From an optimization exercise on the open Yosys and OpenROAD flow, aimed at small area; shortcuts taken in it are not production practice.
Power figures rest on the tool's default switching activity, not on a simulated workload.

Setup of east:
==> flow/design.v <==
module pwm_chan (
  input               clk_i,
  input               rst_ni,
  input               pwm_en_i,
  input               invert_i,
  input               blink_en_i,
  input               htbt_en_i,
  input        [15:0] phase_delay_i,
  input        [15:0] duty_cycle_a_i,
  input        [15:0] duty_cycle_b_i,
  input        [15:0] blink_param_x_i,
  input        [15:0] blink_param_y_i,
  input        [15:0] phase_ctr_i,
  input               phase_ovf_i,      
  input        [15:0] keep_i,           
  input               cycle_end_i,
  input               clr_chan_cntr_i,
  output logic        pwm_o
);
  function automatic logic ge16(input logic [15:0] a, input logic [15:0] b);
    logic c;
    c = 1'b1;
    for (int i = 0; i < 16; i++) c = (a[i] & ~b[i]) | ((a[i] | ~b[i]) & c);
    ge16 = c;
  endfunction
  logic blink_mode, htbt_mode;
  assign blink_mode = pwm_en_i & blink_en_i;
  assign htbt_mode  = blink_mode & htbt_en_i;
  logic [15:0] pd_m;
  logic        pd_nz;
  assign pd_m  = phase_delay_i & keep_i;
  assign pd_nz = |pd_m;
  logic [15:0] rel;
  logic        rel_brw;
  always_comb begin : p_rel
    logic br;
    br = 1'b0;
    for (int i = 0; i < 16; i++) begin
      rel[i] = phase_ctr_i[i] ^ pd_m[i] ^ br;
      br = (~phase_ctr_i[i] & pd_m[i]) | (~(phase_ctr_i[i] ^ pd_m[i]) & br);
    end
    rel_brw = br;
  end
  logic rel_top;
  assign rel_top = &(rel | ~keep_i);
  logic dc_update_pending, clr_dc_update, update;
  assign clr_dc_update = phase_ovf_i ? (~rel_brw & rel_top) : (~rel_brw | rel_top);
  assign update = pwm_en_i & (pd_nz ? (dc_update_pending & clr_dc_update) : cycle_end_i);
  always_ff @(posedge clk_i or negedge rst_ni) begin
    if (!rst_ni) begin
      dc_update_pending <= 1'b0;
    end else if (clr_chan_cntr_i) begin
      dc_update_pending <= 1'b0;
    end else if (pwm_en_i) begin
      dc_update_pending <= (dc_update_pending | (cycle_end_i & pd_nz)) & ~clr_dc_update;
    end
  end
  logic [15:0] blink_ctr_q, blink_dec;
  logic        blink_end;
  logic        blink_y_phase_q;
  always_comb begin : p_blink_dec
    logic z;
    z = 1'b1;
    for (int i = 0; i < 16; i++) begin
      blink_dec[i] = blink_ctr_q[i] ^ z;
      z = z & ~blink_ctr_q[i];
    end
    blink_end = z;
  end
  logic blink_step;
  assign blink_step = blink_mode & update;
  always_ff @(posedge clk_i or negedge rst_ni) begin
    if (!rst_ni) begin
      blink_ctr_q     <= '0;
      blink_y_phase_q <= 1'b0;
    end else if (clr_chan_cntr_i) begin
      blink_ctr_q     <= blink_param_x_i;
      blink_y_phase_q <= 1'b0;
    end else if (blink_step) begin
      if (blink_end) begin
        blink_ctr_q     <= (blink_y_phase_q | htbt_en_i) ? blink_param_x_i : blink_param_y_i;
        blink_y_phase_q <= ~(blink_y_phase_q | htbt_en_i);
      end else begin
        blink_ctr_q     <= blink_dec;
      end
    end
  end
  logic [15:0] dc_htbt_q;
  logic        dc_wrap_q, htbt_falling;
  logic        pos_htbt, pattern_repeat;
  assign pos_htbt       = ~ge16(duty_cycle_a_i, duty_cycle_b_i);
  assign pattern_repeat = (duty_cycle_a_i == duty_cycle_b_i);
  logic [15:0] htbt_lim;
  logic        htbt_at_lim;
  assign htbt_lim    = (htbt_falling == pos_htbt) ? duty_cycle_a_i : duty_cycle_b_i;
  assign htbt_at_lim = htbt_falling ? ge16(htbt_lim, dc_htbt_q) : ge16(dc_htbt_q, htbt_lim);
  logic htbt_reverse, htbt_sub, dc_htbt_end;
  assign htbt_reverse = htbt_at_lim | dc_wrap_q;
  assign htbt_sub     = htbt_falling ^ htbt_reverse;
  assign dc_htbt_end  = htbt_mode & update & blink_end;
  logic [16:0] htbt_sum;
  always_comb begin : p_htbt_sum
    logic c;
    logic [15:0] yy;
    yy = blink_param_y_i ^ {16{htbt_sub}};
    c  = ~htbt_sub;
    for (int i = 0; i < 16; i++) begin
      htbt_sum[i] = dc_htbt_q[i] ^ yy[i] ^ c;
      c = (dc_htbt_q[i] & yy[i]) | (c & (dc_htbt_q[i] ^ yy[i]));
    end
    htbt_sum[16] = dc_wrap_q ^ htbt_sub ^ c;
  end
  always_ff @(posedge clk_i or negedge rst_ni) begin
    if (!rst_ni) begin
      htbt_falling <= 1'b0;
      dc_wrap_q    <= 1'b0;
      dc_htbt_q    <= '0;
    end else if (clr_chan_cntr_i) begin
      htbt_falling <= ~pos_htbt;
      dc_wrap_q    <= 1'b0;
      dc_htbt_q    <= duty_cycle_a_i;
    end else if (dc_htbt_end) begin
      htbt_falling <= htbt_falling ^ htbt_reverse;
      dc_wrap_q    <= ~pattern_repeat & htbt_sum[16];
      dc_htbt_q    <= pattern_repeat ? duty_cycle_a_i : htbt_sum[15:0];
    end
  end
  logic [15:0] duty_cycle_actual, dc_m;
  assign duty_cycle_actual = htbt_mode ? (dc_wrap_q ? {16{pos_htbt}} : dc_htbt_q) :
                             (blink_en_i & blink_y_phase_q) ? duty_cycle_b_i : duty_cycle_a_i;
  assign dc_m = duty_cycle_actual & keep_i;
  logic pwm_int;
  assign pwm_int = pwm_en_i & ~ge16(rel, dc_m);
  always_ff @(posedge clk_i or negedge rst_ni) begin
    if (!rst_ni) begin
      pwm_o <= 1'b0;
    end else begin
      pwm_o <= pwm_int ^ invert_i;
    end
  end
endmodule
module pwm_core #(
  parameter int unsigned NOutputs = 6,
  parameter int unsigned PhaseCntDw = 16,
  parameter int unsigned BeatCntDw = 27,
  localparam int unsigned DcResnDw = $clog2(PhaseCntDw)
) (
  input                           clk_core_i,
  input                           rst_core_ni,
  input                           cfg_qe,
  input                           cntr_en_i,
  input [DcResnDw-1:0]            dc_resn_i,
  input [BeatCntDw-1:0]           clk_div_i,
  input                           pwm_en_qe,
  input [NOutputs-1:0]            pwm_en_i,
  input                           invert_qe,
  input [NOutputs-1:0]            invert_i,
  input [NOutputs-1:0]            param_qe,
  input [NOutputs-1:0]            blink_en_i,
  input [NOutputs-1:0]            htbt_en_i,
  input [NOutputs*PhaseCntDw-1:0] phase_delay_i,
  input [NOutputs-1:0]            duty_qe,
  input [NOutputs*PhaseCntDw-1:0] duty_a_i,
  input [NOutputs*PhaseCntDw-1:0] duty_b_i,
  input [NOutputs-1:0]            blink_qe,
  input [NOutputs*PhaseCntDw-1:0] blink_x_i,
  input [NOutputs*PhaseCntDw-1:0] blink_y_i,
  output logic [NOutputs-1:0]     pwm_o
);
  logic                 cntr_en_q;
  logic [BeatCntDw-1:0] clk_div_q;
  logic [DcResnDw-1:0]  dc_resn_q;
  logic [NOutputs-1:0]  pwm_en_q, invert_q;
  logic clr_phase_cntr;
  assign clr_phase_cntr = cfg_qe & cntr_en_i & ~cntr_en_q;
  always_ff @(posedge clk_core_i or negedge rst_core_ni) begin
    if (!rst_core_ni) begin
      pwm_en_q <= '0;
      invert_q <= '0;
    end else begin
      if (pwm_en_qe) pwm_en_q <= pwm_en_i;
      if (invert_qe) invert_q <= invert_i;
    end
  end
  logic [NOutputs-1:0] clr_chan_cntr;
  assign clr_chan_cntr = ({NOutputs{pwm_en_qe}} & pwm_en_i & ~pwm_en_q) |
                         ({NOutputs{invert_qe}} & (invert_i ^ invert_q)) |
                         param_qe | duty_qe | blink_qe;
  always_ff @(posedge clk_core_i or negedge rst_core_ni) begin
    if (!rst_core_ni) begin
      cntr_en_q <= 1'b0;
      clk_div_q <= '0;
      dc_resn_q <= '0;
    end else begin
      if (cfg_qe) cntr_en_q <= cntr_en_i;
      if (clr_phase_cntr) begin
        clk_div_q <= clk_div_i;
        dc_resn_q <= dc_resn_i;
      end
    end
  end
  logic                 cntr_en;
  logic [BeatCntDw-1:0] clk_div;
  logic [DcResnDw-1:0]  dc_resn;
  assign cntr_en = cfg_qe ? cntr_en_i : cntr_en_q;
  assign dc_resn = clr_phase_cntr ? dc_resn_i : dc_resn_q;
  assign clk_div = clr_phase_cntr ? clk_div_i : clk_div_q;
  logic [BeatCntDw-1:0] beat_ctr_q, beat_inc;
  logic                 beat_end;
  assign beat_end = (beat_ctr_q == clk_div);
  always_comb begin : p_beat_inc
    logic c;
    c = 1'b1;
    for (int i = 0; i < BeatCntDw; i++) begin
      beat_inc[i] = beat_ctr_q[i] ^ c;
      c = c & beat_ctr_q[i];
    end
  end
  always_ff @(posedge clk_core_i or negedge rst_core_ni) begin
    if (!rst_core_ni) begin
      beat_ctr_q <= '0;
    end else if (cntr_en) begin
      beat_ctr_q <= (clr_phase_cntr | beat_end) ? '0 : beat_inc;
    end
  end
  logic [PhaseCntDw-1:0] keep;
  assign keep = ~({1'b0, {(PhaseCntDw-1){1'b1}}} >> dc_resn);
  logic [PhaseCntDw-1:0] phase_ctr_q, phase_ctr_next;
  logic                  phase_ctr_overflow;
  always_comb begin : p_phase_next
    logic c, t;
    c = 1'b0;
    for (int i = 0; i < PhaseCntDw; i++) begin
      t = c | (keep[i] & ((i == 0) ? 1'b1 : ~keep[i-1]));
      phase_ctr_next[i] = phase_ctr_q[i] ^ t;
      c = t & phase_ctr_q[i];
    end
    phase_ctr_overflow = c;
  end
  logic cycle_end;
  assign cycle_end = beat_end & phase_ctr_overflow;
  always_ff @(posedge clk_core_i or negedge rst_core_ni) begin
    if (!rst_core_ni) begin
      phase_ctr_q <= '0;
    end else if (clr_phase_cntr) begin
      phase_ctr_q <= '0;
    end else if (beat_end & cntr_en) begin
      phase_ctr_q <= phase_ctr_next;
    end
  end
  for (genvar ii = 0; ii < NOutputs; ii++) begin : gen_chan_insts
    pwm_chan u_chan (
      .clk_i            (clk_core_i),
      .rst_ni           (rst_core_ni),
      .pwm_en_i         (pwm_en_i[ii]),
      .invert_i         (invert_i[ii]),
      .blink_en_i       (blink_en_i[ii]),
      .htbt_en_i        (htbt_en_i[ii]),
      .phase_delay_i    (phase_delay_i[ii*PhaseCntDw +: PhaseCntDw]),
      .duty_cycle_a_i   (duty_a_i[ii*PhaseCntDw +: PhaseCntDw]),
      .duty_cycle_b_i   (duty_b_i[ii*PhaseCntDw +: PhaseCntDw]),
      .blink_param_x_i  (blink_x_i[ii*PhaseCntDw +: PhaseCntDw]),
      .blink_param_y_i  (blink_y_i[ii*PhaseCntDw +: PhaseCntDw]),
      .phase_ctr_i      (phase_ctr_q),
      .phase_ovf_i      (phase_ctr_overflow),
      .keep_i           (keep),
      .cycle_end_i      (cycle_end),
      .clr_chan_cntr_i  (clr_chan_cntr[ii]),
      .pwm_o            (pwm_o[ii])
    );
  end
endmodule
Settings: LEC_CHECK=0, CAP_MARGIN=20, CORE_MARGIN=2, CORE_UTILIZATION=40, SLEW_MARGIN=20; clock period 14.0 ns.
run.sh (not shown) runs the stock make flow with config.mk's settings and CLKGATE_MAP_FILE= SYNTH_SCRIPT=/design/flow/synth_recipe.tcl, a recipe that flattens the netlist after the stock synthesis.
[inputs] west vs east
--- a/flow/design.v
+++ b/flow/design.v
@@ -11,7 +11,7 @@
   input        [15:0] blink_param_x_i,
   input        [15:0] blink_param_y_i,
   input        [15:0] phase_ctr_i,
-  input               phase_ovf_i,      
+  input        [15:0] phase_ctr_next_i,
   input        [15:0] keep_i,           
   input               cycle_end_i,
   input               clr_chan_cntr_i,
@@ -23,6 +23,16 @@
     for (int i = 0; i < 16; i++) c = (a[i] & ~b[i]) | ((a[i] | ~b[i]) & c);
     ge16 = c;
   endfunction
+  function automatic logic [15:0] sub16(input logic [15:0] a, input logic [15:0] b);
+    logic br;
+    logic [15:0] d;
+    br = 1'b0;
+    for (int i = 0; i < 16; i++) begin
+      d[i] = a[i] ^ b[i] ^ br;
+      br = (~a[i] & b[i]) | (~(a[i] ^ b[i]) & br);
+    end
+    sub16 = d;
+  endfunction
   logic blink_mode, htbt_mode;
   assign blink_mode = pwm_en_i & blink_en_i;
   assign htbt_mode  = blink_mode & htbt_en_i;
@@ -30,21 +40,8 @@
   logic        pd_nz;
   assign pd_m  = phase_delay_i & keep_i;
   assign pd_nz = |pd_m;
-  logic [15:0] rel;
-  logic        rel_brw;
-  always_comb begin : p_rel
-    logic br;
-    br = 1'b0;
-    for (int i = 0; i < 16; i++) begin
-      rel[i] = phase_ctr_i[i] ^ pd_m[i] ^ br;
-      br = (~phase_ctr_i[i] & pd_m[i]) | (~(phase_ctr_i[i] ^ pd_m[i]) & br);
-    end
-    rel_brw = br;
-  end
-  logic rel_top;
-  assign rel_top = &(rel | ~keep_i);
   logic dc_update_pending, clr_dc_update, update;
-  assign clr_dc_update = phase_ovf_i ? (~rel_brw & rel_top) : (~rel_brw | rel_top);
+  assign clr_dc_update = ge16(phase_ctr_next_i, pd_m);
   assign update = pwm_en_i & (pd_nz ? (dc_update_pending & clr_dc_update) : cycle_end_i);
   always_ff @(posedge clk_i or negedge rst_ni) begin
     if (!rst_ni) begin
@@ -130,7 +127,7 @@
                              (blink_en_i & blink_y_phase_q) ? duty_cycle_b_i : duty_cycle_a_i;
   assign dc_m = duty_cycle_actual & keep_i;
   logic pwm_int;
-  assign pwm_int = pwm_en_i & ~ge16(rel, dc_m);
+  assign pwm_int = pwm_en_i & ~ge16(sub16(phase_ctr_i, pd_m), dc_m);
   always_ff @(posedge clk_i or negedge rst_ni) begin
     if (!rst_ni) begin
       pwm_o <= 1'b0;
@@ -262,7 +259,7 @@
       .blink_param_x_i  (blink_x_i[ii*PhaseCntDw +: PhaseCntDw]),
       .blink_param_y_i  (blink_y_i[ii*PhaseCntDw +: PhaseCntDw]),
       .phase_ctr_i      (phase_ctr_q),
-      .phase_ovf_i      (phase_ctr_overflow),
+      .phase_ctr_next_i (phase_ctr_next),
       .keep_i           (keep),
       .cycle_end_i      (cycle_end),
       .clr_chan_cntr_i  (clr_chan_cntr[ii]),
==> comparison <==
As of west, horizontal extent of the die had risen slightly compared to east.
west vs. east: clock buffer and inverter area fraction after layout stayed essentially flat; final net count rose by 196; smallest hold slack stayed essentially flat; first-iteration DRC count rose by about 26%.
west vs. east: critical path depth roughly the same, post-synthesis cell type count higher, source-to-sink clock delay at the later pin of the worst-skew pair higher.
[compare] base=east new=west: smallest setup slack after layout increased by 0.032 ns relative to the old numbers; worst-path maximum fanout went down 2; maximum clock frequency closely matched the old numbers.
NOTE final instance count without filler cells east->west increased by a few percent
west vs. east: relative contribution of combinational cells to total power went down by 1.7 points.
On via count: between west and east, it ends up higher for west.
No run of this note included a check of the RTL's function; only the layout flow was run.

[afterwards: timing with drivers on the ports]
The flow's constraints put no driver on any port. The routed layouts listed below were extracted and timed again, unchanged, in two steps.
Step 1, drivers: a clkbuf_16 drives clk_core_i and a buf_2 each remaining input, both assumed.
Step 2 moves the port delays by t, midway between the first and last clock arrival at a register: inputs arrive t later, outputs are due t later. That takes back most of the time a late clock gives input paths.
Slacks: ideal / step 1 / step 2; pairs: ideal / step 1.
run	t (ns)	setup WS [ns]	hold WS [ns]	clock arrival spread, ns	slew at the worst register clock pin (ns)
east	0.663	0.490 / 0.529 / -0.134	0.475 / 0.475 / 0.475	0.026 / 0.025	0.06 / 0.06
west	0.677	0.522 / 0.558 / -0.119	0.477 / 0.477 / 0.477	0.021 / 0.020	0.07 / 0.07
With both steps, setup timing fails in east and west, where it was met with ideal ports. The setup slack of west, which loses most, moves by +0.036 ns with the drivers and by -0.641 ns with both steps.
